This is an optimization exercise on Yosys and OpenROAD, whose aim is small area, not a production implementation.
RTL that was checked went through simulation tests only; none was proved equivalent to the original.
Only the layout flow was run in run 3; the RTL was not checked for function there.
No activity file was given, so power comes from the tool's default toggle rates.

$ cat flow/run.sh
#!/bin/bash
# synth_recipe.tcl (not shown) runs the flow's synth.tcl, then flattens the netlist and writes it again
# the make line also repeats each setting of config.mk as NAME=value (left out here)
make -C /OpenROAD-flow-scripts/flow DESIGN_CONFIG=/design/flow/config.mk WORK_HOME=/design/flow/orfs CLKGATE_MAP_FILE= SYNTH_SCRIPT=/design/flow/synth_recipe.tcl finish
$ cat flow/config.mk
export PLATFORM = sky130hd
export DESIGN_NAME = testpattern
export DESIGN_NICKNAME = testpattern
export VERILOG_FILES = /design/flow/design.v
export SDC_FILE = /design/flow/constraint.sdc
export NUM_CORES = 4
export LEC_CHECK = 0
export CAP_MARGIN = 20
export CORE_MARGIN = 2
export CORE_UTILIZATION = 40
export SLEW_MARGIN = 20
$ cat flow/constraint.sdc
create_clock -name core_clock -period 10.0 [get_ports {I_pxl_clk}]
set_input_delay 2.0000 -clock core_clock [delete_from_list [all_inputs] [get_ports {I_pxl_clk}]]
set_output_delay 2.0000 -clock core_clock [all_outputs]
set_load 0.01 [all_outputs]
$ cat flow/design.v
module testpattern
(
    input              I_pxl_clk   , 
    input              I_rst_n     , 
    input      [2:0]   I_mode      , 
    input      [15:0]  I_sqr_width ,
    input      [7:0]   I_single_r  ,
    input      [7:0]   I_single_g  ,
    input      [7:0]   I_single_b  ,
    input      [15:0]  I_h_total   , 
    input      [15:0]  I_h_sync    , 
    input      [15:0]  I_h_bporch  , 
    input      [15:0]  I_h_res     , 
    input      [15:0]  I_v_total   , 
    input      [15:0]  I_v_sync    , 
    input      [15:0]  I_v_bporch  , 
    input      [15:0]  I_v_res     , 
    input              I_hs_pol    , 
    input              I_vs_pol    , 
    output reg         O_de        ,
    output reg         O_hs        ,
    output reg         O_vs        ,
    output     [7:0]   O_data_r    ,
    output     [7:0]   O_data_g    ,
    output     [7:0]   O_data_b
);
reg           pre;       
reg           hs_a;      
reg           hbp;       
reg           hact;      
reg           vs_a;      
reg           vbp;       
reg           vact;      
reg  [15:0]   H_cnt;     
reg  [15:0]   V_cnt;     
reg  [15:0]   A_cnt;     
reg  [15:0]   C_cnt;     
reg  [15:0]   B_cnt;     
reg  [15:0]   Cv_cnt;    
reg  [12:0]   U_cnt;     
reg  [3:0]    K_cnt;     
reg           Sqr_h;
reg           Sqr_v;
reg  [23:0]   Data_tmp;
wire [15:0] H_inc    = H_cnt + 1'b1;
wire        start    = pre & (H_cnt[1:0] == 2'd3);
wire        line_end = ~pre & (H_inc == I_h_total);
wire        hs_end   = hs_a & (H_inc == I_h_sync);
wire        bp_zero  = (I_h_bporch == 16'd0);
wire [15:0] C_inc    = C_cnt + 1'b1;
wire        hbp_end  = hbp & (C_inc == I_h_bporch);
wire        act_start= (hs_end & bp_zero) | hbp_end;
wire        de       = hact & vact;
wire [15:0] A_inc    = A_cnt + de;
wire        act_last = hact & (A_inc == I_h_res);
wire        hact_n   = act_start | (hact & ~act_last & ~line_end);
wire [15:0] V_inc    = V_cnt + line_end;
wire        frame_end= line_end & (V_inc == I_v_total);
wire        vs_end   = line_end & vs_a & (V_inc == I_v_sync);
wire        vbp_zero = (I_v_bporch == 16'd0);
wire        B_last   = (B_cnt == I_v_res);
wire        vbp_end  = line_end & vbp & (B_cnt == I_v_bporch);
wire        vact_start = (vs_end & vbp_zero) | vbp_end;
wire        vact_end = line_end & vact & B_last;
wire        vact_n   = vact_start | (vact & ~vact_end);
wire        de_n     = hact_n & vact_n;
wire        de_start = act_start & vact;
wire        de_fall  = de & ~de_n;
always @(posedge I_pxl_clk or negedge I_rst_n)
begin
    if (!I_rst_n) begin
        pre  <= 1'b1;
        hs_a <= 1'b0;
        hbp  <= 1'b0;
        hact <= 1'b0;
        vs_a <= 1'b0;
        vbp  <= 1'b0;
        vact <= 1'b0;
        H_cnt[1:0] <= 2'd0;
    end else begin
        pre  <= pre & ~start;
        hs_a <= start | line_end | (hs_a & ~hs_end);
        hbp  <= (hs_end & ~bp_zero) | (hbp & ~hbp_end);
        hact <= hact_n;
        vs_a <= start | frame_end | (vs_a & ~vs_end);
        vbp  <= (vs_end & ~vbp_zero) | (vbp & ~vbp_end);
        vact <= vact_n;
        H_cnt[1:0] <= (start | line_end) ? 2'd0 : H_cnt[1:0] + 1'b1;
    end
end
always @(posedge I_pxl_clk)
begin
    H_cnt[15:2] <= (start | line_end) ? 14'd0 : H_inc[15:2];
    V_cnt  <= (start | frame_end) ? 16'd0 : V_inc;
    B_cnt  <= (vs_end | vact_start) ? 16'd1 : B_cnt + line_end;
end
always @(posedge I_pxl_clk or negedge I_rst_n)
begin
    if (!I_rst_n)
        A_cnt <= 16'd0;
    else if (de_start)
        A_cnt <= 16'd0;
    else
        A_cnt <= A_inc;
end
wire        sqr_h_hit = de & (C_inc == I_sqr_width);
wire [15:0] Cv_inc    = Cv_cnt + de_fall;
wire        sqr_v_hit = de_fall & (Cv_inc == I_sqr_width);
always @(posedge I_pxl_clk)
begin
    C_cnt  <= (hs_end | act_start | sqr_h_hit) ? 16'd0 : C_inc;
    Sqr_h  <= act_start ? 1'b0 : (Sqr_h ^ sqr_h_hit);
    Cv_cnt <= (vs_end | sqr_v_hit) ? 16'd0 : Cv_inc;
    Sqr_v  <= vs_end ? 1'b0 : (Sqr_v ^ sqr_v_hit);
end
wire [12:0] bar_w  = I_h_res[15:3];
wire [12:0] U_inc  = U_cnt + 1'b1;
wire        U_wrap = (U_inc == bar_w);
wire        w_one  = (bar_w == 13'd1);
wire [2:0]  res_r  = I_h_res[2:0];
reg         w_div;
always @(*) begin
    w_div = 1'b0;
    if (I_h_res[15:7] == 9'd0)
        case (I_h_res[6:3])
            4'd2: w_div = res_r[0];
            4'd3: w_div = (res_r == 3'd2) | (res_r == 3'd5);
            4'd4: w_div = (res_r[1:0] == 2'd3);
            4'd5: w_div = (res_r == 3'd4);
            4'd6: w_div = (res_r == 3'd5);
            4'd7: w_div = (res_r == 3'd6);
            4'd8: w_div = (res_r == 3'd7);
            default: w_div = 1'b0;
        endcase
end
reg         K_ch;
wire        K_t0   = O_de ? (w_one ? K_ch : w_div) : (w_one & ~A_cnt[3]);
wire        k_inc  = de_start ? K_t0 :
                     de & (w_one ? (K_ch | ~O_de) : (U_wrap & ~K_ch));
always @(posedge I_pxl_clk)
begin
    U_cnt <= (act_start | U_wrap) ? 13'd0 : U_inc;
    K_cnt <= de_n ? (K_cnt + k_inc) : 4'd0;
    K_ch  <= de_start ? K_t0 : (K_ch & ~(de & U_wrap & ~w_one));
end
wire        net  = de & ((A_cnt[4:0] == 5'd0) | act_last | (B_cnt[4:0] == 5'd1) | B_last);
wire        sqr  = de & (Sqr_h == Sqr_v);
wire        cb_r = de & ~K_cnt[3] & ~K_cnt[1];
wire        cb_g = de & ~K_cnt[3] & ~K_cnt[2];
wire        cb_b = de & ~K_cnt[3] & ~K_cnt[0];
wire        m_bar  = (I_mode == 3'b000);
wire        m_net  = (I_mode == 3'b001);
wire        m_gray = (I_mode == 3'b010);
wire        m_sqr  = (I_mode == 3'b011);
wire        m_one  = (I_mode == 3'b111);
wire        m_blue = I_mode[2] & ~m_one;
wire        r_c = (m_bar & cb_r) | (m_net & net) | (m_sqr & sqr);
wire        g_c = (m_bar & cb_g) | (m_sqr & sqr);
wire        b_c = (m_bar & cb_b) | (m_sqr & sqr) | m_blue;
wire [7:0]  gray = A_cnt[7:0];
always @(posedge I_pxl_clk or negedge I_rst_n)
begin
    if (!I_rst_n) begin
        O_de     <= 1'b0;
        O_hs     <= 1'b1;
        O_vs     <= 1'b1;
        Data_tmp <= 24'd0;
    end else begin
        O_de     <= de;
        O_hs     <= I_hs_pol ? hs_a : ~hs_a;
        O_vs     <= I_vs_pol ? vs_a : ~vs_a;
        Data_tmp <= {{8{b_c}} | ({8{m_gray}} & gray) | ({8{m_one}} & I_single_b),
                     {8{g_c}} | ({8{m_gray}} & gray) | ({8{m_one}} & I_single_g),
                     {8{r_c}} | ({8{m_gray}} & gray) | ({8{m_one}} & I_single_r)};
    end
end
assign O_data_r = Data_tmp[ 7: 0];
assign O_data_g = Data_tmp[15: 8];
assign O_data_b = Data_tmp[23:16];
endmodule
==> flow_summary.yaml, run 1 <==
status:
  outcome: "no timing/DRC/antenna violations"
setup_path:
  critical_path_arrival_ps: 9720
  cpMaxStageDelayCell: "or4_1"
  end_kind: "register"
  crit_path_max_fanout: 7
  r2r_slack_ps: 1040
  crit_type: "primary input to register"
  required_ps: 10310
  worstSetupStartpointType: "primary input"
  crit_top_cell: "ha_1"
  slowest_delay_ps: 640
clocking:
  cts_tree: "built"
  cts_buffer_depth: 2
  post_cts_buffers: 0
  cts_made_buffers: 17
  root_buffer: "clkbuf_16"
  clk_pin_slew_worst_paths_ps: 70
  htree_levels: 4
  cts-resized-gates: 0
  cts-hold-fix-buffers: 0
  clock_sinks: 150
  insertion_delay_ps: 440
die:
  io-pin-count: 202
  initial_core_util: 0.4100
  rows: 59
  fp.dieW_um: 167.9
  die_area_mm2: 0.02819
  die_h_um: 167.9
  core_mm2: 0.02621
pwr:
  p_clk_frac: 0.345
  power.density_mw_per_mm2: 132.9
  switching_share: 0.3240
  peakVddDrop_v: 0.0001195
  intPower_mw: 1.219
  power_frac_seq: 0.408
  p_sw_uw: 584.2
  p_leak_nw: 4.921
  pwr-share-comb: 0.247
global_route:
  grt_use_total: 0.2314
  overflow: 0
  grt_first_pass_wirelength_mm: 52.51
  grt_max_degree: 53
  grt_antenna_before_repair: 0
  grt_pass1_vias: 9883
detailed_routing:
  viasPerCell: 5.580
  wl_per_cell_um: 18.17
  ant_nets: 0
  first_pass_iters: 5
  vias: 10077
  wl_mm: 32.81
  drtIter0Drc: 823
  drcViolationCount: 0
cells_and_area:
  antenna_cells: 0
  seq_area_mm2: 0.003267
  final_layout_size_suffix_gt1_frac: 0.04963
  syn_to_final_growth_pct: 26.27
  fill_cells: 2503
  layout.nets: 1646
  multi_input_area_mm2: 0.007126
sta:
  finClkSkew_ps: 22.41
  hold_viol_final: 0
  tightest_slew_ps: 963.8
  report.final.setup_viol: 0
  clock.fmax_ghz: 0.1063
  fin_crit_ps: 9412
  period_share: 0.9412
  rsz0062_at_grt: "no"
  hold_ws_ps: 490.2
  fin_setup_tns_ps: 0
  slew_headroom: 0.3525
  timing.final.max_slew_violations: 0
placed_design:
  io_buffers: 201
  place.gp.congestion: 0.9305
  hpwl_mm: 25.48
synthesis:
  synthArstFlopShare: 0.3467
  yosysSeqAreaShare: 0.3041
  yosysWarnings: 1
  synthesis.area_mm2: 0.01074
  synthCells: 1289
  synth_top_area_frac: 0.1826
  synth_cell_types: 78
  yosysTopAreaCell: "dfxtp_1"
  synth_edf_count: 0
  synth_seq_cells: 150
  syn_avg_cell_area_um2: 8.335
  synthFlopType: "dfxtp_1"
  synthTopCellsByArea: "dfxtp_1 (18%), xnor2_1 (14%), dfrtp_1 (11%)"
  syn-num-nets: 1477
flow_run:
  drv_cap: 0
worst_hold_path:
  hp-class: "register to register"
-- synthesized netlist by cell type, drive strengths merged (16+ instances only) --
library cell,instances
nand2b,20
and3,21
dfxtp,98
o21ai,54
nor2b,16
inv,32
clkbuf,44
nor4,63
dfrtp,49
xor2,83
nand4,47
xnor2,171
nor3,39
nand3,55
and2,26
nand2,78
nor2,138
buf,17
a21oi,50
-- critical path: cells and delay by family --
kind            cells  cell delay (ps)
fa+ha+maj           4              900
simple gates       12             3050
buf+inv             2              690
mux                 1              300
compound gates     11             2760
-- sequential cells by signal, indices dropped and copies added, names as in the netlist, 13 cells and up --
name / flops
C_cnt: 16
Data_tmp: 24
V_cnt: 16
H_cnt: 16
A_cnt: 16
Cv_cnt: 16
B_cnt: 16
U_cnt: 13
-- logic make-up after synthesis --
logic type               synth area share
adder cells (fa/ha/maj)           0.01514
XOR/XNOR                           0.2411
AND/OR/NAND/NOR                    0.2781
AO/OA/AOI/OAI                      0.1196
multiplexers                     0.007220
flip-flops                         0.3041
buffers and inverters             0.03482
-- path summary, 6_finish.rpt --
check	startpoint	to	depth (start not counted)
max reg2reg	H_cnt[3]	Sqr_v	29
max	I_h_total[5]	Sqr_v	30
min in group asynchronous	I_rst_n	A_cnt[8]	2
min reg2reg	U_cnt[0]	U_cnt[0]	1
max in group asynchronous	I_rst_n	hbp	2
min	U_cnt[0]	U_cnt[0]	1
-- final cells by class --
class,instances,area share
flip-flops and latches,150,0.2408
clock buffers,19,0.03265
repair buffers,211,0.1535
clock inverters,13,0.008116
inverters,32,0.008854
multi-input cells,1046,0.5252
well taps,335,0.03090
-- metal layers --
metal | share of wire | wire, um | track usage | vias up
met5 | 0 | 0 | 0 | -
met4 | 0.015 | 496 | 0.05936 | 0
met3 | 0.048 | 1568 | 0.03009 | 31
met2 | 0.47 | 15570 | 0.3857 | 281
met1 | 0.46 | 15170 | 0.3175 | 4824
li1 | - | - | - | 4941
-- metrics by stage --
step	setup WS, ps	cell area (um2)	power [mW]	std cells	utilization
2_1_floorplan	1637	10740	1.012	1289	-
3_3_place_gp	332.7	13000	1.182	1774	0.4960
3_5_place_dp	55.17	13000	1.187	1774	0.4961
4_1_cts	457.5	13550	1.813	1806	0.5172
5_1_grt	9.872	13570	1.894	1806	0.5177
6_report	588.4	13570	1.803	1806	0.5177
-- power by group through the flow --
stage / sequential, mW / clock, mW / combinational (mW)
floorplan: 0.696 / 0 / 0.316
global placement: 0.746 / 0 / 0.436
detailed placement: 0.747 / 0 / 0.440
CTS: 0.735 / 0.636 / 0.443
global route: 0.744 / 0.662 / 0.487
finish: 0.736 / 0.622 / 0.446
-- cell usage in the layout (no fill, tap or decap), types with 13 or more instances in the layout --
| master | Yosys | layout |
|---|---|---|
| clkdlybuf4s50_1 | 0 | 200 |
| xnor2_1 | 171 | 171 |
| nor2_1 | 137 | 137 |
| dfxtp_1 | 98 | 98 |
| xor2_1 | 83 | 83 |
| nand2_1 | 78 | 78 |
| nor4_1 | 62 | 59 |
| nand3_1 | 53 | 53 |
| o21ai_0 | 52 | 52 |
| dfrtp_1 | 49 | 49 |
| a21oi_1 | 50 | 49 |
| nand4_1 | 45 | 45 |
| nor3_1 | 38 | 38 |
| inv_1 | 32 | 32 |
| and2_1 | 25 | 25 |
| and3_1 | 21 | 21 |
| nand2b_1 | 20 | 20 |
| clkbuf_16 | 0 | 17 |
| nor2b_1 | 16 | 16 |
| or4_1 | 13 | 13 |
| ha_1 | 13 | 13 |
==> run 2, diff against run 1 <==
==> flow/flow/run.sh (new file) <==
#!/bin/bash
# Standard ORFS layout, with the smallest buffer (buf_1) on the ports instead
# of the default port buffer. Make's full output goes to flow_make.log here;
# ORFS also keeps each step's log under orfs/logs/.
set -euo pipefail
bash standard.sh "BUFFER_PORTS_ARGS=-buffer_cell sky130_fd_sc_hd__buf_1" finish > flow_make.log 2>&1
==> flow/standard.sh (new file) <==
#!/bin/bash
# synth_recipe.tcl (not shown) runs the flow's synth.tcl, then flattens the netlist and writes it again
# the make line also repeats each setting of config.mk as NAME=value (left out here)
make -C /OpenROAD-flow-scripts/flow DESIGN_CONFIG=/design/flow/config.mk WORK_HOME=/design/flow/orfs CLKGATE_MAP_FILE= SYNTH_SCRIPT=/design/flow/synth_recipe.tcl "${@:-finish}"
removed: flow/run.sh
==> flow_summary.yaml, run 2 <==
status:
  outcome: "no timing/DRC/antenna violations"
die:
  io-pin-count: 202
  initial_core_util: 0.4100
  die_h_um: 167.9
  fp.dieW_um: 167.9
  core_mm2: 0.02621
  die_area_mm2: 0.02819
  rows: 59
synthesis:
  synth_cell_types: 78
  synth_most_common_cell: "xnor2_1"
  synth_edf_count: 0
  synthArstFlopShare: 0.3467
  synthTopCellsByArea: "dfxtp_1 (18%), xnor2_1 (14%), dfrtp_1 (11%)"
  yosysSeqAreaShare: 0.3041
  synth_seq_cells: 150
  yosys-top-cells-count: "xnor2_1 (171), nor2_1 (137), dfxtp_1 (98), xor2_1 (83), nand2_1 (78)"
  synthCells: 1289
  syn-num-nets: 1477
  yosysTopAreaCell: "dfxtp_1"
  synthFlopType: "dfxtp_1"
  synth_top_area_frac: 0.1826
  yosysWarnings: 1
  syn_avg_cell_area_um2: 8.335
  synthesis.area_mm2: 0.01074
setup_path:
  crit_family: "simple AND/OR/NAND/NOR gates"
  slowest_delay_ps: 640
  crit_path_max_fanout: 14
  cpMaxStageDelayCell: "a311oi_4"
  crit_type: "primary input to register"
  required_ps: 10320
  worstSetupStartpointType: "primary input"
  path_buf_inv: 2
  critical_path_arrival_ps: 9580
  end_kind: "register"
  crit_top_cell: "ha_1"
global_route:
  grt_pass1_vias: 9632
  grt_first_pass_wirelength_mm: 49.58
  grt_use_total: 0.2179
  overflow: 0
  grt_antenna_before_repair: 0
  grt_max_degree: 53
detailed_routing:
  drcViolationCount: 0
  viasPerCell: 5.564
  drtIter0Drc: 720
  wl_mm: 31.26
  ant_nets: 0
  wl_per_cell_um: 17.31
  first_pass_iters: 7
  vias: 10048
clocking:
  clock_sinks: 150
  cts-resized-gates: 0
  post_cts_buffers: 0
  cts_buffer_depth: 2
  cts_tree: "built"
  clk_pin_slew_worst_paths_ps: 70
  cts-hold-fix-buffers: 0
  root_buffer: "clkbuf_16"
  insertion_delay_ps: 430
  cts_made_buffers: 17
  htree_levels: 4
pwr:
  p_total_mw: 1.754
  power.density_mw_per_mm2: 142.1
  peakVddDrop_v: 0.00009547
  p_leak_nw: 4.379
placed_design:
  dpl_worst_slack_ps: -22.33
  dpl.cell_count: 1774
  hpwl_mm: 24.31
  io_buffers: 201
  placed_area_mm2: 0.01175
  place.gp.congestion: 1.005
cells_and_area:
  syn_to_final_growth_pct: 14.87
  seq_area_mm2: 0.003267
  final_cells: 1806
  regMostFlops: "Data_tmp"
  multi_input_area_mm2: 0.007132
  layout.nets: 1646
  mostFrequentLayoutCells: "buf_1 (200), xnor2_1 (171), nor2_1 (137)"
  antenna_cells: 0
  largest_register_ffs: 24
  finish.utilization: 0.4709
  fill_cells: 2658
  final_layout_size_suffix_gt1_frac: 0.04963
  final_area_mm2: 0.01234
  final_common_cell: "buf_1"
sta:
  fin_crit_ps: 9267
  fin_setup_tns_ps: 0
  period_share: 0.9267
  final.setup.worst_slack_ps: 732.7
  tightest_slew_ps: 855.4
  finClkSkew_ps: 20.37
  hold_viol_final: 0
  clock.fmax_ghz: 0.1079
  timing.final.max_slew_violations: 0
  report.final.setup_viol: 0
  slew_headroom: 0.4297
  hold_ws_ps: 494.6
worst_hold_path:
  hp-class: "register to register"
flow_run:
  drv_cap: 0
[run 2: cell counts after synthesis]
No cell type changed its count.
[run 2: report_power, final]
| part | switching, mW | internal (mW) |
|---|---|---|
| Combinational | 0.209 | 0.183 |
| Clock | 0.277 | 0.352 |
| Sequential | 0.0815 | 0.651 |
[run 2: cells by family (layout without fill, tap and decap cells)]
family / Yosys count / after routing / share of synthesized area
simple gates: 560 / 560 / 0.2781
xor+xnor: 270 / 270 / 0.2411
compound gates: 196 / 196 / 0.1196
flops: 150 / 150 / 0.3041
buf+inv: 93 / 275 / 0.03482
fa+ha+maj: 13 / 13 / 0.01514
mux: 7 / 7 / 0.007220
[run 2: layout make-up]
class | count | share of cell area
clock inverters | 10 | 0.007097
multi-input cells | 1046 | 0.5779
clock buffers | 22 | 0.03934
repair buffers | 211 | 0.06732
inverters | 32 | 0.009732
well taps | 335 | 0.03396
flip-flops and latches | 150 | 0.2647
[run 2: worst reg2reg max path, delay by kind of cell, from the launching register on]
family	cells	cell delay, ps
and+or+nand+nor	13	3970
AOI/OAI and AO/OA	8	2540
adders and majority gates	5	1250
DFF	1	500
xor gates and xnor gates	2	340
muxes	1	330
buffers and inverters	1	120
[run 2: final timing paths]
path	cells past startpoint	slack (ps)	to	start
min in group asynchronous	2	1720	Data_tmp[21]	I_rst_n
setup reg to reg	30	870	Sqr_v	H_cnt[0]
hold reg to reg	1	490	O_hs	hs_a
max in group asynchronous	2	7800	H_cnt[0]	I_rst_n
hold / removal	1	490	O_hs	hs_a
setup / recovery	30	730	Sqr_v	I_h_total[5]
[run 2: routing by layer]
metal / up-vias / global-route usage / part of all wire
met5: - / 0 / 0
li1: 4939 / - / -
met1: 4743 / 0.2942 / 0.46
met4: 0 / 0.07183 / 0.022
met2: 313 / 0.3582 / 0.47
met3: 53 / 0.03291 / 0.050
==> run 3, diff against run 2 <==
--- a/flow/design.v
+++ b/flow/design.v
@@ -54,9 +54,8 @@
 wire [15:0] A_inc    = A_cnt + de;
 wire        act_last = hact & (A_inc == I_h_res);
 wire        hact_n   = act_start | (hact & ~act_last & ~line_end);
-wire [15:0] V_inc    = V_cnt + line_end;
-wire        frame_end= line_end & (V_inc == I_v_total);
-wire        vs_end   = line_end & vs_a & (V_inc == I_v_sync);
+wire        frame_end= line_end & (V_cnt == I_v_total);
+wire        vs_end   = line_end & vs_a & (V_cnt == I_v_sync);
 wire        vbp_zero = (I_v_bporch == 16'd0);
 wire        B_last   = (B_cnt == I_v_res);
 wire        vbp_end  = line_end & vbp & (B_cnt == I_v_bporch);
@@ -91,7 +90,7 @@
 always @(posedge I_pxl_clk)
 begin
     H_cnt[15:2] <= (start | line_end) ? 14'd0 : H_inc[15:2];
-    V_cnt  <= (start | frame_end) ? 16'd0 : V_inc;
+    V_cnt  <= (start | frame_end) ? 16'd1 : V_cnt + line_end;
     B_cnt  <= (vs_end | vact_start) ? 16'd1 : B_cnt + line_end;
 end
 always @(posedge I_pxl_clk or negedge I_rst_n)
@@ -104,13 +103,12 @@
         A_cnt <= A_inc;
 end
 wire        sqr_h_hit = de & (C_inc == I_sqr_width);
-wire [15:0] Cv_inc    = Cv_cnt + de_fall;
-wire        sqr_v_hit = de_fall & (Cv_inc == I_sqr_width);
+wire        sqr_v_hit = de_fall & (Cv_cnt == I_sqr_width);
 always @(posedge I_pxl_clk)
 begin
     C_cnt  <= (hs_end | act_start | sqr_h_hit) ? 16'd0 : C_inc;
     Sqr_h  <= act_start ? 1'b0 : (Sqr_h ^ sqr_h_hit);
-    Cv_cnt <= (vs_end | sqr_v_hit) ? 16'd0 : Cv_inc;
+    Cv_cnt <= (vs_end | sqr_v_hit) ? 16'd1 : Cv_cnt + de_fall;
     Sqr_v  <= vs_end ? 1'b0 : (Sqr_v ^ sqr_v_hit);
 end
 wire [12:0] bar_w  = I_h_res[15:3];
==> flow/flow/run.sh (replaced) <==
#!/bin/bash
# Standard ORFS layout (standard.sh) with two changes:
#  - synthesis maps logic with an area-oriented ABC script (flow/synth.tcl);
#  - ports get the smallest buffer (buf_1).
# Make's full output goes to flow_make.log here; ORFS keeps each step's log
# under orfs/logs/.
set -euo pipefail
here=$(pwd)
export MY_ABC_SCRIPT=$here/flow/abc_area.script
bash standard.sh "SYNTH_SCRIPT=$here/flow/synth.tcl" \
  "BUFFER_PORTS_ARGS=-buffer_cell sky130_fd_sc_hd__buf_1" finish > flow_make.log 2>&1
==> flow/flow/abc_area.script (new file) <==
&get -n
&st
&dc2
&dch -f
&nf -R 2000 -a
&put
==> flow/flow/synth.tcl (new file) <==
# The standard synthesis script (synth_recipe.tcl), with one change: Yosys's
# abc mapping step runs an area-oriented ABC script (flow/abc_area.script)
# instead of ORFS's speed script. Everything before it (and so every
# register) is unchanged.
proc synth {args} { yosys synth -nofsm -noshare {*}$args }
proc abc {args} {
  set i [lsearch $args -script]
  set args [lreplace $args [expr {$i+1}] [expr {$i+1}] $::env(MY_ABC_SCRIPT)]
  yosys abc {*}$args
}
source $::env(SCRIPTS_DIR)/synth.tcl
# left out here: clear keep_hierarchy, flatten, clean up, hide names made inside functions, write 1_2_yosys.v
==> flow_summary.yaml, run 3 <==
global_route:
  overflow: 0
  grt_first_pass_wirelength_mm: 36.27
  grt_antenna_before_repair: 1
  grt_pass1_vias: 7279
  grt_max_degree: 53
  grt_use_total: 0.2070
synthesis:
  synth_cell_types: 54
  synthesis.area_mm2: 0.008269
  synthTopCellsByArea: "dfxtp_1 (24%), dfrtp_1 (15%), xor2_1 (12%)"
  yosysTopAreaCell: "dfxtp_1"
  syn-num-nets: 1144
  synth_edf_count: 0
  synth_most_common_cell: "xor2_1"
  synthArstFlopShare: 0.3467
  syn_avg_cell_area_um2: 8.650
  synth_top_area_frac: 0.2373
  yosysWarnings: 1
  yosysSeqAreaShare: 0.3951
  synthCells: 956
  synth_seq_cells: 150
  synthFlopType: "dfxtp_1"
  yosys-top-cells-count: "xor2_1 (114), nor2_1 (100), dfxtp_1 (98), nand2_1 (92), xnor2_1 (76)"
cells_and_area:
  mostFrequentLayoutCells: "buf_1 (200), xor2_1 (114), nor2_1 (100)"
  regMostFlops: "Data_tmp"
  largest_register_ffs: 24
  final_common_cell: "buf_1"
  syn_to_final_growth_pct: 20.93
  final_layout_size_suffix_gt1_frac: 0.03191
  layout.nets: 1366
setup_path:
  critical_path_arrival_ps: 6070
  required_ps: 10290
  crit_path_max_fanout: 10
  worstSetupStartpointType: "primary input"
  crit_type: "primary input to register"
  end_kind: "register"
clocking:
  insertion_delay_ps: 420
  cts-resized-gates: 0
  cts_made_buffers: 17
  cts_buffer_depth: 2
  clock_sinks: 150
  cts_tree: "built"
  clk_pin_slew_worst_paths_ps: 60
  post_cts_buffers: 0
  root_buffer: "clkbuf_16"
  htree_levels: 4
  cts-hold-fix-buffers: 0
die:
  core_mm2: 0.02023
  io-pin-count: 202
  rows: 52
  initial_core_util: 0.4087
  die_h_um: 147.8
  die_area_mm2: 0.02184
  fp.dieW_um: 147.8
sta:
  rsz0062_at_grt: "no"
  report.final.setup_viol: 0
  finClkSkew_ps: 9.744
  tightest_slew_ps: 959.6
  clock.fmax_ghz: 0.1730
  hold_viol_final: 0
  fin_crit_ps: 5780
  fin_setup_tns_ps: 0
  period_share: 0.5780
  slew_headroom: 0.3573
  timing.final.max_slew_violations: 0
worst_hold_path:
  hp-class: "register to register"
placed_design:
  hpwl_mm: 17.78
  io_buffers: 201
  place.gp.congestion: 0.8862
detailed_routing:
  wl_mm: 22.63
  vias: 7685
  drtIter0Drc: 389
  ant_nets: 0
  first_pass_iters: 5
  viasPerCell: 5.256
  wl_per_cell_um: 15.48
  drcViolationCount: 0
pwr:
  power.density_mw_per_mm2: 154.1
  p_total_mw: 1.541
  peakVddDrop_v: 0.0001262
  p_leak_nw: 3.898
status:
  outcome: "no timing/DRC/antenna violations"
flow_run:
  drv_cap: 0
==> run 3: cell count changes after synthesis, sizes merged, moves of 31 or more <==
cell,delta
o21ai,-38
nor2,-38
nor4,-38
xnor2,-95
clkinv,+39
inv,-32
xor2,+31
clkbuf,-44
==> run 3: final timing paths <==
kind | from | end | slack (ps) | cells past startpoint
max in group asynchronous | I_rst_n | hs_a | 7800 | 2
max | I_h_total[2] | Cv_cnt[15] | 4220 | 19
max reg2reg | H_cnt[0] | Cv_cnt[15] | 4430 | 20
min reg2reg | Sqr_h | Sqr_h | 480 | 2
min | Sqr_h | Sqr_h | 480 | 2
min in group asynchronous | I_rst_n | Data_tmp[23] | 1730 | 2
==> run 3: layout make-up <==
type,count,area (um2)
repair buffers,203,770.7
clock inverters,12,141.4
flip-flops and latches,150,3267
well taps,270,337.8
diodes,1,2.502
inverters,39,146.4
fillers,2033,10230
multi-input cells,767,4856
clock buffers,20,478.0
==> run 3: report_power, final <==
| group | total, mW | internal (mW) | switching, mW |
|---|---|---|---|
| Sequential | 0.667 | 0.638 | 0.0290 |
| Clock | 0.661 | 0.399 | 0.262 |
| Combinational | 0.213 | 0.0872 | 0.126 |
| Total | 1.54 | 1.12 | 0.417 |
==> run 3: logic make-up after synthesis <==
kind of cell	after synthesis	share of synthesized area
AOI/OAI and AO/OA	139	0.1141
xor gates and xnor gates	190	0.2012
adders and majority gates	13	0.01967
buffers and inverters	39	0.01770
DFF	150	0.3951
muxes	1	0.001211
and+or+nand+nor	424	0.2510
==> run 3: worst max-delay path, cell delays in order <==
cell and delay (ps):
buf_1 80, xnor2_1 110, nor4_1 280, o21a_1 190, nand4_1 80, nor3_1 180
nand4_1 210, or4_1 760, o211ai_1 450, a21oi_1 170, ha_1 250, and4_1 220
and3_1 210, and3_1 210, and3_1 200, and3_1 190, nand2_1 70, xor2_1 150
nor2_1 60
==> run 3: routing by layer <==
metal | global-route usage | wire [um] | vias up
met1 | 0.2770 | 10310 | 3551
met5 | 0 | 0 | -
met2 | 0.3388 | 10650 | 237
met3 | 0.04074 | 1279 | 29
li1 | - | - | 3868
met4 | 0.06346 | 394 | 0
==> run 3: metrics by stage <==
step / instance area (um2) / std cells / setup WS (ps) / utilization / hold WS (ps)
2_1_floorplan: 8269 / 956 / 4514 / - / 432.3
3_3_place_gp: 9378 / 1429 / 3989 / 0.4635 / 469.8
3_5_place_dp: 9378 / 1429 / 3820 / 0.4635 / 476.7
4_1_cts: 9997 / 1461 / 4245 / 0.4941 / 485.5
5_1_grt: 10000 / 1462 / 3790 / 0.4942 / 497.8
6_report: 10000 / 1462 / 4220 / 0.4942 / 479.5
==> run 4, diff against run 3 <==
--- a/flow/design.v
+++ b/flow/design.v
@@ -32,35 +32,37 @@
 reg           vbp;       
 reg           vact;      
 reg  [15:0]   H_cnt;     
+reg  [15:0]   C_cnt;     
 reg  [15:0]   V_cnt;     
-reg  [15:0]   A_cnt;     
-reg  [15:0]   C_cnt;     
 reg  [15:0]   B_cnt;     
 reg  [15:0]   Cv_cnt;    
+reg  [15:0]   A_cnt;     
 reg  [12:0]   U_cnt;     
 reg  [3:0]    K_cnt;     
+reg           K_ch;
 reg           Sqr_h;
 reg           Sqr_v;
 reg  [23:0]   Data_tmp;
-wire [15:0] H_inc    = H_cnt + 1'b1;
+wire        H_end    = (H_cnt == 16'hFFFE);
+wire        C_end    = (C_cnt == 16'hFFFE);
 wire        start    = pre & (H_cnt[1:0] == 2'd3);
-wire        line_end = ~pre & (H_inc == I_h_total);
-wire        hs_end   = hs_a & (H_inc == I_h_sync);
+wire        line_end = ~pre & H_end;
+wire        hs_end   = hs_a & C_end;
 wire        bp_zero  = (I_h_bporch == 16'd0);
-wire [15:0] C_inc    = C_cnt + 1'b1;
-wire        hbp_end  = hbp & (C_inc == I_h_bporch);
+wire        hbp_end  = hbp & C_end;
 wire        act_start= (hs_end & bp_zero) | hbp_end;
 wire        de       = hact & vact;
 wire [15:0] A_inc    = A_cnt + de;
 wire        act_last = hact & (A_inc == I_h_res);
 wire        hact_n   = act_start | (hact & ~act_last & ~line_end);
-wire        frame_end= line_end & (V_cnt == I_v_total);
-wire        vs_end   = line_end & vs_a & (V_cnt == I_v_sync);
+wire        V_end    = (V_cnt == 16'hFFFE);
+wire        B_end    = (B_cnt == 16'hFFFE);
+wire        frame_end= line_end & V_end;
+wire        vs_end   = line_end & vs_a & B_end;
 wire        vbp_zero = (I_v_bporch == 16'd0);
-wire        B_last   = (B_cnt == I_v_res);
-wire        vbp_end  = line_end & vbp & (B_cnt == I_v_bporch);
+wire        vbp_end  = line_end & vbp & B_end;
 wire        vact_start = (vs_end & vbp_zero) | vbp_end;
-wire        vact_end = line_end & vact & B_last;
+wire        vact_end = line_end & vact & B_end;
 wire        vact_n   = vact_start | (vact & ~vact_end);
 wire        de_n     = hact_n & vact_n;
 wire        de_start = act_start & vact;
@@ -84,14 +86,30 @@
         vs_a <= start | frame_end | (vs_a & ~vs_end);
         vbp  <= (vs_end & ~vbp_zero) | (vbp & ~vbp_end);
         vact <= vact_n;
-        H_cnt[1:0] <= (start | line_end) ? 2'd0 : H_cnt[1:0] + 1'b1;
+        H_cnt[1:0] <= (start | line_end) ? ~I_h_total[1:0] : H_cnt[1:0] + 1'b1;
     end
 end
+wire [15:0] H_inc = H_cnt + 1'b1;
 always @(posedge I_pxl_clk)
 begin
-    H_cnt[15:2] <= (start | line_end) ? 14'd0 : H_inc[15:2];
-    V_cnt  <= (start | frame_end) ? 16'd1 : V_cnt + line_end;
-    B_cnt  <= (vs_end | vact_start) ? 16'd1 : B_cnt + line_end;
+    H_cnt[15:2] <= (start | line_end) ? ~I_h_total[15:2] : H_inc[15:2];
+    if (start | line_end)
+        C_cnt <= ~I_h_sync;
+    else if (hs_end & ~bp_zero)
+        C_cnt <= ~I_h_bporch;
+    else if (act_start | (hact & C_end))
+        C_cnt <= ~I_sqr_width;
+    else
+        C_cnt <= C_cnt + 1'b1;
+    V_cnt <= (start | frame_end) ? ~I_v_total : V_cnt + line_end;
+    if (start | frame_end)
+        B_cnt <= ~I_v_sync;
+    else if (vs_end & ~vbp_zero)
+        B_cnt <= ~I_v_bporch;
+    else if (vact_start)
+        B_cnt <= ~I_v_res;
+    else
+        B_cnt <= B_cnt + line_end;
 end
 always @(posedge I_pxl_clk or negedge I_rst_n)
 begin
@@ -102,18 +120,16 @@
     else
         A_cnt <= A_inc;
 end
-wire        sqr_h_hit = de & (C_inc == I_sqr_width);
-wire        sqr_v_hit = de_fall & (Cv_cnt == I_sqr_width);
+wire        sqr_h_hit = de & C_end;
+wire        sqr_v_hit = de_fall & (Cv_cnt == 16'hFFFE);
 always @(posedge I_pxl_clk)
 begin
-    C_cnt  <= (hs_end | act_start | sqr_h_hit) ? 16'd0 : C_inc;
     Sqr_h  <= act_start ? 1'b0 : (Sqr_h ^ sqr_h_hit);
-    Cv_cnt <= (vs_end | sqr_v_hit) ? 16'd1 : Cv_cnt + de_fall;
+    Cv_cnt <= (vs_end | sqr_v_hit) ? ~I_sqr_width : Cv_cnt + de_fall;
     Sqr_v  <= vs_end ? 1'b0 : (Sqr_v ^ sqr_v_hit);
 end
 wire [12:0] bar_w  = I_h_res[15:3];
-wire [12:0] U_inc  = U_cnt + 1'b1;
-wire        U_wrap = (U_inc == bar_w);
+wire        U_wrap = (U_cnt == 13'h1FFE);
 wire        w_one  = (bar_w == 13'd1);
 wire [2:0]  res_r  = I_h_res[2:0];
 reg         w_div;
@@ -131,17 +147,16 @@
             default: w_div = 1'b0;
         endcase
 end
-reg         K_ch;
 wire        K_t0   = O_de ? (w_one ? K_ch : w_div) : (w_one & ~A_cnt[3]);
 wire        k_inc  = de_start ? K_t0 :
                      de & (w_one ? (K_ch | ~O_de) : (U_wrap & ~K_ch));
 always @(posedge I_pxl_clk)
 begin
-    U_cnt <= (act_start | U_wrap) ? 13'd0 : U_inc;
+    U_cnt <= (act_start | U_wrap) ? ~bar_w : U_cnt + 1'b1;
     K_cnt <= de_n ? (K_cnt + k_inc) : 4'd0;
     K_ch  <= de_start ? K_t0 : (K_ch & ~(de & U_wrap & ~w_one));
 end
-wire        net  = de & ((A_cnt[4:0] == 5'd0) | act_last | (B_cnt[4:0] == 5'd1) | B_last);
+wire        net  = de & ((A_cnt[4:0] == 5'd0) | act_last | (B_cnt[4:0] == ~I_v_res[4:0]) | B_end);
 wire        sqr  = de & (Sqr_h == Sqr_v);
 wire        cb_r = de & ~K_cnt[3] & ~K_cnt[1];
 wire        cb_g = de & ~K_cnt[3] & ~K_cnt[2];
==> flow_summary.yaml, run 4 <==
synthesis:
  yosysSeqAreaShare: 0.4264
  synth_xor_area_frac: 0.1132
  synth_compound_area_frac: 0.1662
  synthFlopType: "dfxtp_1"
  yosysWarnings: 1
  synth_seq_cells: 150
  synth_edf_count: 0
  synth_simple_gate_area_share: 0.2441
  synthesis.area_mm2: 0.007662
  synth_most_common_cell: "nand2_1"
  syn-num-nets: 1102
  synth_top_family_by_area: "simple AND/OR/NAND/NOR gates"
  synth_fa_ha_area_frac: 0.02613
  synth_cell_types: 45
  yosysTopAreaCell: "dfxtp_1"
  synthCells: 911
  synthTopCellsByArea: "dfxtp_1 (26%), dfrtp_1 (16%), o21ai_0 (7.1%)"
  yosys-top-cells-count: "nand2_1 (136), o21ai_0 (108), dfxtp_1 (98), a21oi_1 (77)"
  synthArstFlopShare: 0.3467
  syn_avg_cell_area_um2: 8.411
  synth.area.mux_share: 0.01715
  synth_top_area_frac: 0.2560
sta:
  rsz0062_at_grt: "no"
  timing.final.max_slew_violations: 0
  clock.fmax_ghz: 0.1926
  report.final.setup_viol: 0
  hold_ws_ps: 490.2
  slew_headroom: 0.2977
  period_share: 0.5191
  finClkSkew_ps: 11.66
  final.setup.worst_slack_ps: 4809
  tightest_slew_ps: 1053
  hold_viol_final: 0
  fin_crit_ps: 5191
  fin_setup_tns_ps: 0
cells_and_area:
  final_layout_size_suffix_gt1_frac: 0.03993
  final_area_mm2: 0.009393
  mostFrequentLayoutCells: "buf_1 (200), nand2_1 (136), o21ai_0 (108)"
  fill_cells: 1931
  final_common_cell: "buf_1"
  largest_register_ffs: 24
  regMostFlops: "Data_tmp"
  syn_to_final_growth_pct: 22.58
  layout.nets: 1330
pwr:
  power_frac_seq: 0.455
  pwr-share-comb: 0.134
  p_clk_frac: 0.411
  power.density_mw_per_mm2: 165.0
  p_sw_uw: 425.0
  peakVddDrop_v: 0.0001217
  p_leak_nw: 3.934
  intPower_mw: 1.125
  switching_share: 0.2742
setup_path:
  worstSetupStartpointType: "register"
  end_kind: "register"
  crit_family: "simple AND/OR/NAND/NOR gates"
  path_buf_inv: 1
  cp_cell_sequence: "nand2_1 -> clkinv_1 -> ha_1 -> nand3_1 -> nor4_1 -> xnor2_1 -> xnor2_1 -> a221o_1 -> nor3_1 -> nand4_1 -> a211oi_1 -> o31ai_1 -> a21oi_1 -> ha_1 -> and3_1 -> nand3_1 -> nor2_1 -> nand3_1 -> nor2_1 -> and3_1 -> nand3_1 -> xnor2_1 -> nand2_1 -> o21ai_0"
  crit_type: "register to register"
  crit_top_cell: "nand3_1"
  slowest_delay_ps: 460
  crit_path_max_fanout: 8
  cpMaxStageDelayCell: "a211oi_1"
  required_ps: 10280
  critical_path_arrival_ps: 5470
placed_design:
  hpwl_mm: 16.21
  placed_area_mm2: 0.008793
  place.gp.congestion: 0.8592
  io_buffers: 201
  dpl_worst_slack_ps: 4388
clocking:
  root_buffer: "clkbuf_16"
  cts-resized-gates: 0
  cts-hold-fix-buffers: 0
  htree_levels: 4
  insertion_delay_ps: 430
  cts_buffer_depth: 2
  clk_pin_slew_worst_paths_ps: 60
  cts_tree: "built"
  post_cts_buffers: 0
  cts_made_buffers: 17
  clock_sinks: 150
detailed_routing:
  ant_nets: 0
  viasPerCell: 5.373
  drtIter0Drc: 331
  wl_mm: 21.50
  drcViolationCount: 0
  wl_per_cell_um: 15.50
  first_pass_iters: 7
  vias: 7452
global_route:
  grt_use_total: 0.2154
  overflow: 0
  grt_max_degree: 53
  grt_pass1_vias: 7108
  grt_antenna_before_repair: 1
  grt_first_pass_wirelength_mm: 34.71
die:
  core_mm2: 0.01877
  rows: 50
  initial_core_util: 0.4083
  die_h_um: 142.4
  io-pin-count: 202
  die_area_mm2: 0.02028
  fp.dieW_um: 142.4
status:
  outcome: "no timing/DRC/antenna violations"
flow_run:
  drv_cap: 0
worst_hold_path:
  hp-class: "register to register"
[run 4: cell types whose count changed after synthesis, sizes merged, moves of 7 or more]
cell,change
xor2,-71
nor2,-35
and3,-21
nand2,+44
or3,+12
o2111ai,-10
nor3,-33
o211ai,-8
mux2i,+11
nand3,+7
o21ai,+92
a21oi,+38
xnor2,-20
clkinv,-25
[run 4: worst paths after layout]
check | end | slack, ps | from | cells after the start
hold / removal | vbp | 490 | vbp | 2
setup reg to reg | Cv_cnt[15] | 4810 | vact | 24
hold reg to reg | vbp | 490 | vbp | 2
min in group asynchronous | A_cnt[12] | 1710 | I_rst_n | 2
setup / recovery | Cv_cnt[15] | 4810 | vact | 24
max in group asynchronous | hbp | 7830 | I_rst_n | 2
[run 4: power groups by stage]
stage	clock (mW)	sequential (mW)	combinational, mW
2_1_floorplan	0	0.712	0.125
3_3_place_gp	0	0.717	0.209
3_5_place_dp	0	0.717	0.210
4_1_cts	0.649	0.705	0.211
5_1_grt	0.675	0.715	0.236
6_report	0.636	0.705	0.208
[run 4: cells by family (layout without fill, tap and decap cells)]
logic type / after synthesis / in the layout
XOR/XNOR: 99 / 99
AND/OR/NAND/NOR: 389 / 389
multiplexers: 13 / 13
buffers and inverters: 14 / 255
adder cells (fa/ha/maj): 16 / 16
flip-flops: 150 / 150
AO/OA/AOI/OAI: 230 / 230
other: 0 / 1
[run 4: final cells by class]
type	instances	area, um2	share of cell area
multi-input combinational	747	4365	0.4648
sequential	150	3267	0.3478
timing repair buffer	209	823.3	0.08765
clock buffer	22	496.7	0.05288
tap	234	292.8	0.03117
clock inverter	10	92.59	0.009857
inverter	14	52.55	0.005595
antenna	1	2.502	0.0002664
[run 4: through the flow]
| stage | power, mW | cells | utilization |
|---|---|---|---|
| floorplan | 0.8369 | 911 | - |
| finish | 1.550 | 1387 | 0.5005 |
| global placement | 0.9262 | 1353 | 0.4675 |
| CTS | 1.566 | 1386 | 0.4999 |
| detailed placement | 0.9271 | 1354 | 0.4685 |
| global route | 1.626 | 1386 | 0.5003 |
[run 4: worst reg2reg max path: cells and delay by family (launching register included)]
kind / cells / cell delay (ps)
simple gates: 13 / 2240
fa+ha+maj: 2 / 440
buf+inv: 1 / 200
xor+xnor: 3 / 470
flops: 1 / 440
compound gates: 5 / 1270
[run 4: layer usage]
metal	wire, um	track usage	up-vias	share of wire
met5	0	0	-	0
met4	449	0.08181	0	0.021
met3	1294	0.04744	36	0.060
met2	9977	0.3509	224	0.46
met1	9775	0.2805	3430	0.45
li1	-	-	3762	-
==> run 5, diff against run 4 <==
==> flow/flow/run.sh (replaced) <==
#!/bin/bash
# Standard ORFS layout (standard.sh) with three changes:
#  - synthesis maps logic with an area-oriented ABC script (flow/synth.tcl);
#  - ports get the smallest buffer (buf_1);
#  - clock tree: clkbuf_16 root, clkbuf_8 elsewhere, no dummy loads.
# Make's full output goes to flow_make.log here; ORFS keeps each step's log
# under orfs/logs/.
set -euo pipefail
here=$(pwd)
export MY_ABC_SCRIPT=$here/flow/abc_area.script
bash standard.sh "SYNTH_SCRIPT=$here/flow/synth.tcl" \
  "BUFFER_PORTS_ARGS=-buffer_cell sky130_fd_sc_hd__buf_1" \
  "CTS_ARGS=-sink_clustering_enable -repair_clock_nets -dont_use_dummy_load -root_buf sky130_fd_sc_hd__clkbuf_16 -buf_list sky130_fd_sc_hd__clkbuf_8" \
  finish > flow_make.log 2>&1
==> flow_summary.yaml, run 5 <==
status:
  outcome: "no timing/DRC/antenna violations"
setup_path:
  startpoint: "I_h_res[5]"
  crit_family: "simple AND/OR/NAND/NOR gates"
  cp_cell_sequence: "buf_1 -> clkinv_1 -> xnor2_1 -> o21ai_0 -> nor3_1 -> nand4_1 -> a211oi_1 -> o31ai_1 -> a21oi_1 -> ha_1 -> and3_1 -> nand3_1 -> nor2_1 -> nand3_1 -> nor2_1 -> and3_1 -> nand3_1 -> xnor2_1 -> nand2_1 -> o21ai_0"
  required_ps: 10220
  cp.depth: 20
  slowest_delay_ps: 470
  reg2reg_from: "vact"
  cpMaxStageDelayCell: "a211oi_1"
  crit_top_cell: "nand3_1"
  crit_path_max_fanout: 6
  endpoint: "Cv_cnt[15]"
  worstReg2RegEnd: "Cv_cnt[15]"
  critical_path_arrival_ps: 5460
  worstSetupStartpointType: "primary input"
  path_buf_inv: 2
  crit_type: "primary input to register"
  r2r_slack_ps: 4780
  end_kind: "register"
  ff2ff_path_depth: 24
die:
  rows: 50
  die_area_mm2: 0.02028
  io-pin-count: 202
  fp.dieW_um: 142.4
  initial_core_util: 0.4083
  die_h_um: 142.4
  core_mm2: 0.01877
clocking:
  cts-resized-gates: 0
  root_buffer: "clkbuf_16"
  cts_buffer_depth: 2
  clk_pin_slew_worst_paths_ps: 70
  cts-hold-fix-buffers: 0
  cts_made_buffers: 17
  insertion_delay_ps: 370
  clock_sinks: 150
  post_cts_buffers: 0
  htree_levels: 4
  cts_tree: "built"
detailed_routing:
  drtIter0Drc: 394
  vias: 7392
  drcViolationCount: 0
  wl_mm: 21.30
  first_pass_iters: 4
  viasPerCell: 5.388
  wl_per_cell_um: 15.53
  ant_nets: 0
synthesis:
  yosysTopAreaCell: "dfxtp_1"
  synthCells: 911
  synthFlopType: "dfxtp_1"
  synth_fa_ha_area_frac: 0.02613
  synth_top_family_by_area: "simple AND/OR/NAND/NOR gates"
  synthArstFlopShare: 0.3467
  yosysSeqAreaShare: 0.4264
  synth_most_common_cell: "nand2_1"
  synth_cell_types: 45
  syn_avg_cell_area_um2: 8.411
  synth_edf_count: 0
  synth_xor_area_frac: 0.1132
  syn-num-nets: 1102
  synthesis.area_mm2: 0.007662
  synthTopCellsByArea: "dfxtp_1 (26%), dfrtp_1 (16%), o21ai_0 (7.1%)"
  synth_seq_cells: 150
  yosys-top-cells-count: "nand2_1 (136), o21ai_0 (108), dfxtp_1 (98), a21oi_1 (77)"
  synth_simple_gate_area_share: 0.2441
  synth.area.mux_share: 0.01715
  synth_top_area_frac: 0.2560
  yosysWarnings: 1
  synth_compound_area_frac: 0.1662
cells_and_area:
  final_cells: 1372
  fill_cells: 1966
  syn_to_final_growth_pct: 18.09
  final_layout_size_suffix_gt1_frac: 0.02902
  final_common_cell: "buf_1"
  largest_register_ffs: 24
  layout.nets: 1330
  finish.utilization: 0.4821
  regMostFlops: "Data_tmp"
  mostFrequentLayoutCells: "buf_1 (200), nand2_1 (136), o21ai_0 (108)"
placed_design:
  io_buffers: 201
  hpwl_mm: 16.21
  place.gp.congestion: 0.8592
  dpl.cell_count: 1354
global_route:
  overflow: 0
  grt_first_pass_wirelength_mm: 34.25
  grt_antenna_before_repair: 1
  grt_pass1_vias: 7015
  grt_max_degree: 53
  grt_use_total: 0.2121
sta:
  tightest_slew_ps: 1053
  finClkSkew_ps: 28.82
  timing.final.max_slew_violations: 0
  report.final.setup_viol: 0
  rsz0062_at_grt: "no"
  fin_setup_tns_ps: 0
  hold_viol_final: 0
  slew_headroom: 0.2982
  period_share: 0.5241
  clock.fmax_ghz: 0.1908
  fin_crit_ps: 5241
pwr:
  p_total_mw: 1.269
  power.density_mw_per_mm2: 140.3
  p_leak_nw: 3.771
  peakVddDrop_v: 0.00009131
worst_hold_path:
  hp-class: "register to register"
flow_run:
  drv_cap: 0
## run 5: cell counts after synthesis
Identical to the previous run, type by type.
## run 5: worst reg2reg max path, cell delays in order (launching register included)
cell	delay, ps
dfrtp_1	440
nand2_1	190
clkinv_1	200
ha_1	240
nand3_1	190
nor4_1	380
xnor2_1	230
xnor2_1	110
a221o_1	270
nor3_1	210
nand4_1	130
a211oi_1	470
o31ai_1	230
a21oi_1	230
ha_1	200
and3_1	200
nand3_1	120
nor2_1	180
nand3_1	140
nor2_1	150
and3_1	210
nand3_1	100
xnor2_1	130
nand2_1	60
o21ai_0	80
## run 5: cells by family (layout without fill, tap and decap cells)
group           count (synthesis)  after routing
compound gates                230            230
xor+xnor                       99             99
fa+ha+maj                      16             16
buf+inv                        14            240
flops                         150            150
mux                            13             13
other cells                     0              1
simple gates                  389            389
## run 5: per-layer routing
layer  up-vias  routed length, um  global-route usage
met5         -                  0                   0
met4         0                356             0.06097
met3        26               1232             0.05148
met2       215               9828              0.3501
met1      3406               9884              0.2771
li1       3745                  -                   -
## run 5: power by group
group | internal (mW) | switching (mW) | total (mW)
registers | 0.654 | 0.0504 | 0.705
logic | 0.0912 | 0.117 | 0.208
clock network | 0.161 | 0.196 | 0.357
total | 0.906 | 0.363 | 1.27
## run 5: worst min-delay path by stage
stage | end | from | slack [ps] | depth (start not counted)
2_1_floorplan | vbp | vbp | 450 | 2
3_3_place_gp | vbp | vbp | 470 | 2
3_5_place_dp | vbp | vbp | 470 | 2
4_1_cts | vbp | vbp | 490 | 2
5_1_grt | pre | pre | 520 | 1
6_report | vbp | vbp | 480 | 2
## run 5: area by class of cell
cell class                      instances  area (um2)  area share
Timing Repair Buffer                  209       823.3     0.09098
Clock buffer                           17       245.2     0.02710
Antenna cell                            1       2.502   0.0002765
Tap cell                              234       292.8     0.03236
Sequential cell                       150        3267      0.3610
Inverter                               14       52.55    0.005808
Multi-Input combinational cell        747        4365      0.4824
## run 5: per-stage QoR
step           area (um2)  setup slack, ps  hold WS (ps)
6_report             9049             4759         484.6
2_1_floorplan        7662             4557         447.8
4_1_cts              9039             4765         486.4
5_1_grt              9046             4400         517.9
3_3_place_gp         8773             4531         467.9
3_5_place_dp         8793             4388         471.7
==> run 6, diff against run 5 <==
==> flow/flow/run.sh (replaced) <==
#!/bin/bash
# Standard ORFS layout (standard.sh) with three changes:
#  - synthesis maps logic with an area-oriented ABC script (flow/synth.tcl);
#  - ports get the smallest buffer (buf_1);
#  - clock tree: clkbuf_16 root, clkbuf_8 elsewhere.
# Make's full output goes to flow_make.log here; ORFS keeps each step's log
# under orfs/logs/.
set -euo pipefail
here=$(pwd)
export MY_ABC_SCRIPT=$here/flow/abc_area.script
bash standard.sh "SYNTH_SCRIPT=$here/flow/synth.tcl" \
  "BUFFER_PORTS_ARGS=-buffer_cell sky130_fd_sc_hd__buf_1" \
  "CTS_ARGS=-sink_clustering_enable -repair_clock_nets -root_buf sky130_fd_sc_hd__clkbuf_16 -buf_list sky130_fd_sc_hd__clkbuf_8" \
  finish > flow_make.log 2>&1
==> flow_summary.yaml, run 6 <==
clocking:
  htree_levels: 4
  clk_pin_slew_worst_paths_ps: 80
  insertion_delay_ps: 380
  cts_tree: "built"
  cts_buffer_depth: 2
  cts-hold-fix-buffers: 0
  cts-resized-gates: 0
  post_cts_buffers: 0
  clock_sinks: 150
  cts_made_buffers: 17
  root_buffer: "clkbuf_16"
detailed_routing:
  drtIter0Drc: 344
  wl_mm: 21.43
  ant_nets: 0
  viasPerCell: 5.340
  vias: 7407
  first_pass_iters: 5
  wl_per_cell_um: 15.45
  drcViolationCount: 0
setup_path:
  cp_cell_sequence: "nand2_1 -> clkinv_1 -> ha_1 -> nand3_1 -> nor4_1 -> xnor2_1 -> xnor2_1 -> a221o_1 -> nor3_1 -> nand4_1 -> a211oi_1 -> o31ai_1 -> a21oi_1 -> ha_1 -> and3_1 -> nand3_1 -> nor2_1 -> nand3_1 -> nor2_1 -> and3_1 -> nand3_1 -> xnor2_1 -> nand2_1 -> o21ai_0"
  required_ps: 10240
  slowest_delay_ps: 450
  worstReg2RegEnd: "Cv_cnt[15]"
  worstSetupStartpointType: "register"
  crit_type: "register to register"
  crit_path_max_fanout: 8
  crit_top_cell: "nand3_1"
  r2r_slack_ps: 4820
  cpMaxStageDelayCell: "dfrtp_1"
  critical_path_arrival_ps: 5410
  end_kind: "register"
  reg2reg_from: "vact"
  ff2ff_path_depth: 24
die:
  die_h_um: 142.4
  initial_core_util: 0.4083
  die_area_mm2: 0.02028
  core_mm2: 0.01877
  io-pin-count: 202
  fp.dieW_um: 142.4
  rows: 50
placed_design:
  dpl_worst_slack_ps: 4388
  io_buffers: 201
  placed_area_mm2: 0.008793
  hpwl_mm: 16.21
  place.gp.congestion: 0.8592
  dpl.cell_count: 1354
synthesis:
  synthesis.area_mm2: 0.007662
  yosysWarnings: 1
  syn-num-nets: 1102
  yosys-top-cells-count: "nand2_1 (136), o21ai_0 (108), dfxtp_1 (98), a21oi_1 (77)"
  synthFlopType: "dfxtp_1"
  synth_cell_types: 45
  synthCells: 911
  synth_most_common_cell: "nand2_1"
  synth_edf_count: 0
  yosysTopAreaCell: "dfxtp_1"
  yosysSeqAreaShare: 0.4264
  synth_seq_cells: 150
  synth_top_area_frac: 0.2560
  synthTopCellsByArea: "dfxtp_1 (26%), dfrtp_1 (16%), o21ai_0 (7.1%)"
  syn_avg_cell_area_um2: 8.411
  synthArstFlopShare: 0.3467
sta:
  finClkSkew_ps: 13.43
  tightest_slew_ps: 1065
  slew_headroom: 0.2902
  hold_viol_final: 0
  rsz0062_at_grt: "no"
  timing.final.max_slew_violations: 0
  period_share: 0.5176
  report.final.setup_viol: 0
  fin_setup_tns_ps: 0
  hold_ws_ps: 494.1
  final.setup.worst_slack_ps: 4824
  clock.fmax_ghz: 0.1932
  fin_crit_ps: 5176
global_route:
  overflow: 0
  grt_use_total: 0.2139
  grt_first_pass_wirelength_mm: 34.50
  grt_pass1_vias: 7042
  grt_antenna_before_repair: 1
  grt_max_degree: 53
flow_run:
  drv_cap: 0
cells_and_area:
  syn_to_final_growth_pct: 20.36
  regMostFlops: "Data_tmp"
  final_area_mm2: 0.009223
  finish.utilization: 0.4914
  final_common_cell: "buf_1"
  mostFrequentLayoutCells: "buf_1 (200), nand2_1 (136), o21ai_0 (108)"
  final_cells: 1387
  layout.nets: 1330
  largest_register_ffs: 24
  final_layout_size_suffix_gt1_frac: 0.03993
worst_hold_path:
  hold_start: "vbp"
  hp-class: "register to register"
  whs_path_depth: 2
  worstHoldEndpoint: "vbp"
status:
  outcome: "no timing/DRC/antenna violations"
pwr:
  p_leak_nw: 3.864
  peakVddDrop_v: 0.00009460
  power.density_mw_per_mm2: 152.9
  p_total_mw: 1.410
-- run 6: layer usage --
| layer | up-vias | wire [um] | track usage |
|---|---|---|---|
| li1 | 3762 | - | - |
| met1 | 3416 | 9974 | 0.2797 |
| met2 | 205 | 9826 | 0.3511 |
| met3 | 24 | 1291 | 0.05451 |
| met4 | 0 | 340 | 0.06097 |
| met5 | - | 0 | 0 |
-- run 6: logic make-up (layout without fill, tap and decap cells) --
| group | count (synthesis) | count (layout) | share of synthesized area |
|---|---|---|---|
| AOI/OAI and AO/OA | 230 | 230 | 0.1662 |
| xor gates and xnor gates | 99 | 99 | 0.1132 |
| adders and majority gates | 16 | 16 | 0.02613 |
| buffers and inverters | 14 | 255 | 0.006858 |
| DFF | 150 | 150 | 0.4264 |
| muxes | 13 | 13 | 0.01715 |
| other | 0 | 1 | 0 |
| and+or+nand+nor | 389 | 389 | 0.2441 |
-- run 6: worst max-delay path by stage --
stage / start / to / slack, ps / cells past startpoint
after floorplan: I_v_bporch[7] / Cv_cnt[13] / 4560 / 9
after global placement: I_h_res[5] / Cv_cnt[15] / 4530 / 20
after detailed placement: I_h_res[5] / Cv_cnt[15] / 4390 / 20
after CTS: I_h_res[5] / Cv_cnt[15] / 4780 / 20
after global routing: vact / Cv_cnt[15] / 4390 / 24
final: vact / Cv_cnt[15] / 4820 / 24
-- run 6: cell type report --
cell class	count	area, um2
antenna	1	2.502
clock buffer	18	259.0
clock inverter	14	160.2
fill	1948	9545
inverter	14	52.55
multi-input combinational	747	4365
sequential	150	3267
tap	234	292.8
timing repair buffer	209	823.3
-- run 6: report_power, final --
part	total [mW]	internal [mW]	switching [mW]	leakage (nW)
combinational	0.208	0.0912	0.117	2.21
clock	0.497	0.262	0.235	0.220
sequential	0.704	0.654	0.0505	1.44
total	1.41	1.01	0.402	3.86
-- run 6: worst max-delay path, delay by kind of cell, from the launching register on --
kind | cells | cell delay [ps]
flip-flops | 1 | 450
AO/OA/AOI/OAI | 5 | 1230
XOR/XNOR | 3 | 470
AND/OR/NAND/NOR | 13 | 2250
adder cells (fa/ha/maj) | 2 | 440
buffers and inverters | 1 | 190
==> run 7, diff against run 6 <==
--- a/flow/design.v
+++ b/flow/design.v
@@ -52,7 +52,8 @@
 wire        hbp_end  = hbp & C_end;
 wire        act_start= (hs_end & bp_zero) | hbp_end;
 wire        de       = hact & vact;
-wire [15:0] A_inc    = A_cnt + de;
+wire [8:0]  A_lo_inc = A_cnt[7:0] + de;
+wire [15:0] A_inc    = {A_cnt[15:8] + A_lo_inc[8], A_lo_inc[7:0]};
 wire        act_last = hact & (A_inc == I_h_res);
 wire        hact_n   = act_start | (hact & ~act_last & ~line_end);
 wire        V_end    = (V_cnt == 16'hFFFE);
@@ -114,11 +115,18 @@
 always @(posedge I_pxl_clk or negedge I_rst_n)
 begin
     if (!I_rst_n)
-        A_cnt <= 16'd0;
+        A_cnt[7:0] <= 8'd0;
     else if (de_start)
-        A_cnt <= 16'd0;
-    else
-        A_cnt <= A_inc;
+        A_cnt[7:0] <= 8'd0;
+    else
+        A_cnt[7:0] <= A_inc[7:0];
+end
+always @(posedge I_pxl_clk)
+begin
+    if (de_start)
+        A_cnt[15:8] <= 8'd0;
+    else
+        A_cnt[15:8] <= A_inc[15:8];
 end
 wire        sqr_h_hit = de & C_end;
 wire        sqr_v_hit = de_fall & (Cv_cnt == 16'hFFFE);
==> flow/flow/run.sh (replaced) <==
#!/bin/bash
# Standard ORFS layout (standard.sh) with three changes:
#  - synthesis maps logic with an area-oriented ABC script (flow/synth.tcl);
#  - ports get the smallest buffer (buf_1);
#  - clock tree: clkbuf_16 root, clkbuf_8 elsewhere, no dummy loads.
# Make's full output goes to flow_make.log here; ORFS keeps each step's log
# under orfs/logs/.
set -euo pipefail
here=$(pwd)
export MY_ABC_SCRIPT=$here/flow/abc_area.script
bash standard.sh "SYNTH_SCRIPT=$here/flow/synth.tcl" \
  "BUFFER_PORTS_ARGS=-buffer_cell sky130_fd_sc_hd__buf_1" \
  "CTS_ARGS=-sink_clustering_enable -repair_clock_nets -dont_use_dummy_load -root_buf sky130_fd_sc_hd__clkbuf_16 -buf_list sky130_fd_sc_hd__clkbuf_8" \
  finish > flow_make.log 2>&1
--- a/flow/config.mk
+++ b/flow/config.mk
@@ -7,5 +7,5 @@
 export LEC_CHECK = 0
 export CAP_MARGIN = 20
 export CORE_MARGIN = 2
-export CORE_UTILIZATION = 40
+export CORE_UTILIZATION = 65
 export SLEW_MARGIN = 20
==> flow_summary.yaml, run 7 <==
status:
  outcome: "no timing/DRC/antenna violations"
sta:
  hold_viol_final: 0
  timing.final.max_slew_violations: 0
  report.final.setup_viol: 0
  tightest_slew_ps: 851.2
  fin_crit_ps: 5617
  period_share: 0.5617
  slew_headroom: 0.4245
  rsz0062_at_grt: "no"
  finClkSkew_ps: 24.99
  fin_setup_tns_ps: 0
  final.setup.worst_slack_ps: 4383
  clock.fmax_ghz: 0.1780
detailed_routing:
  drcViolationCount: 0
  wl_mm: 19.62
  viasPerCell: 5.859
  ant_nets: 0
  vias: 7552
  first_pass_iters: 5
  wl_per_cell_um: 15.22
  drtIter0Drc: 665
clocking:
  cts-resized-gates: 0
  cts_buffer_depth: 2
  cts_made_buffers: 17
  post_cts_buffers: 0
  cts-hold-fix-buffers: 0
  cts_tree: "built"
  insertion_delay_ps: 370
  clk_pin_slew_worst_paths_ps: 60
  clock_sinks: 150
  htree_levels: 4
  root_buffer: "clkbuf_16"
setup_path:
  critical_path_arrival_ps: 5850
  end_kind: "register"
  cpMaxStageDelayCell: "nor4_1"
  slowest_delay_ps: 540
  crit_family: "simple AND/OR/NAND/NOR gates"
  crit_type: "register to register"
  worstSetupStartpointType: "register"
  path_buf_inv: 1
  required_ps: 10240
  crit_path_max_fanout: 6
pwr:
  switching_share: 0.2927
  power_frac_seq: 0.557
  p_total_mw: 1.348
  p_leak_nw: 3.774
  peakVddDrop_v: 0.0001244
  intPower_uw: 953.5
  pwr-share-comb: 0.188
  p_clk_frac: 0.255
  power.density_mw_per_mm2: 151.3
  p_sw_uw: 394.6
synthesis:
  synth_top_area_frac: 0.2780
  syn-num-nets: 1113
  synthArstFlopShare: 0.2933
  yosysWarnings: 1
  synthTopCellsByArea: "dfxtp_1 (28%), dfrtp_1 (13%), nand2_1 (7.4%)"
  synthesis.area_mm2: 0.007632
  yosys-top-cells-count: "nand2_1 (150), dfxtp_1 (106), o21ai_0 (106), a21oi_1 (88), nand3_1 (68)"
  yosysTopAreaCell: "dfxtp_1"
  yosysSeqAreaShare: 0.4228
  synth_cell_types: 43
  synth_edf_count: 0
  synthFlopType: "dfxtp_1"
  synthCells: 920
  synth_most_common_cell: "nand2_1"
  syn_avg_cell_area_um2: 8.296
  synth_seq_cells: 150
cells_and_area:
  mostFrequentLayoutCells: "buf_1 (200), nand2_1 (150), dfxtp_1 (106), o21ai_0 (106), a21oi_1 (85)"
  largest_register_ffs: 24
  antenna_cells: 0
  layout.nets: 1341
  final_common_cell: "buf_1"
  syn_to_final_growth_pct: 16.77
  final_layout_size_suffix_gt1_frac: 0.02880
  regMostFlops: "Data_tmp"
die:
  die_h_um: 112.4
  initial_core_util: 0.6684
  io-pin-count: 202
  rows: 39
  core_mm2: 0.01142
  fp.dieW_um: 112.4
  die_area_mm2: 0.01262
placed_design:
  hpwl_mm: 14.73
  dpl_worst_slack_ps: 4055
  place.gp.congestion: 0.8609
  io_buffers: 201
flow_run:
  drv_cap: 0
global_route:
  grt_first_pass_wirelength_mm: 31.91
  grt_use_total: 0.3094
  grt_max_degree: 45
  grt_antenna_before_repair: 0
  grt_pass1_vias: 7058
  overflow: 0
worst_hold_path:
  hp-class: "register to register"
run 7: changes by cell type after synthesis, sizes merged, moves of 5 or more:
cell   delta
nand2    +14
dfxtp     +8
nor2      -6
a21oi    +11
or3       -8
xor2      +5
dfrtp     -8
nor2b     -6
nor4      -7
run 7: cells by family after synthesis:
kind of cell,count (synthesis),share of synthesized area
AND/OR/NAND/NOR,392,0.2438
AO/OA/AOI/OAI,228,0.1602
flip-flops,150,0.4228
XOR/XNOR,104,0.1193
adder cells (fa/ha/maj),18,0.02951
buffers and inverters,15,0.007377
multiplexers,13,0.01705
run 7: path summary, 6_finish.rpt:
kind,from,end,slack [ps],depth (start not counted)
worst max-delay path,hact,Cv_cnt[15],4380,26
worst min-delay path,K_ch,K_ch,490,2
worst max register to register,hact,Cv_cnt[15],4380,26
worst min register to register,K_ch,K_ch,490,2
max in group asynchronous,I_rst_n,hbp,7880,2
min in group asynchronous,I_rst_n,Data_tmp[20],1720,2
run 7: per-layer routing:
metal / vias up / global-route usage / part of all wire
met2: 282 / 0.5486 / 0.50
li1: 3743 / - / -
met3: 48 / 0.06102 / 0.061
met5: - / 0 / 0
met4: 0 / 0.1081 / 0.030
met1: 3479 / 0.3760 / 0.41
run 7: area by class of cell:
type,instances,area (um2)
Fill cell,887,2506
Timing Repair Buffer,209,823.3
Tap cell,143,178.9
Sequential cell,150,3227
Inverter,15,56.30
Clock buffer,17,245.2
Multi-Input combinational cell,755,4382
run 7: metrics by stage:
step                      cells    util  hold WS [ps]  cell area, um2
final                      1289  0.7805         492.0            8912
after global routing       1289  0.7805         525.5            8912
after CTS                  1288  0.7785         495.3            8890
after detailed placement   1271  0.7571         489.9            8645
after global placement     1271  0.7571         473.9            8645
after floorplan             920       -         456.2            7632
run 7: worst reg2reg max path, delay by kind of cell, from the launching register on:
kind / cells / cell delay [ps]
adder cells (fa/ha/maj): 4 / 950
buffers and inverters: 1 / 210
XOR/XNOR: 2 / 240
AO/OA/AOI/OAI: 5 / 1330
AND/OR/NAND/NOR: 14 / 2370
flip-flops: 1 / 430
run 7: power by group through the flow:
stage	logic (mW)	clock network, mW	registers (mW)
2_1_floorplan	0.163	0	0.754
3_3_place_gp	0.244	0	0.761
3_5_place_dp	0.250	0	0.763
4_1_cts	0.252	0.348	0.750
5_1_grt	0.290	0.373	0.763
6_report	0.253	0.344	0.751

Setup slack of run 7, layout unchanged: 4.383 ns with ideal ports, 4.383 ns with driving cells assumed (clock clkbuf_16, inputs buf_2), 4.137 ns with port delays also shifted by the 0.395 ns mid clock arrival.
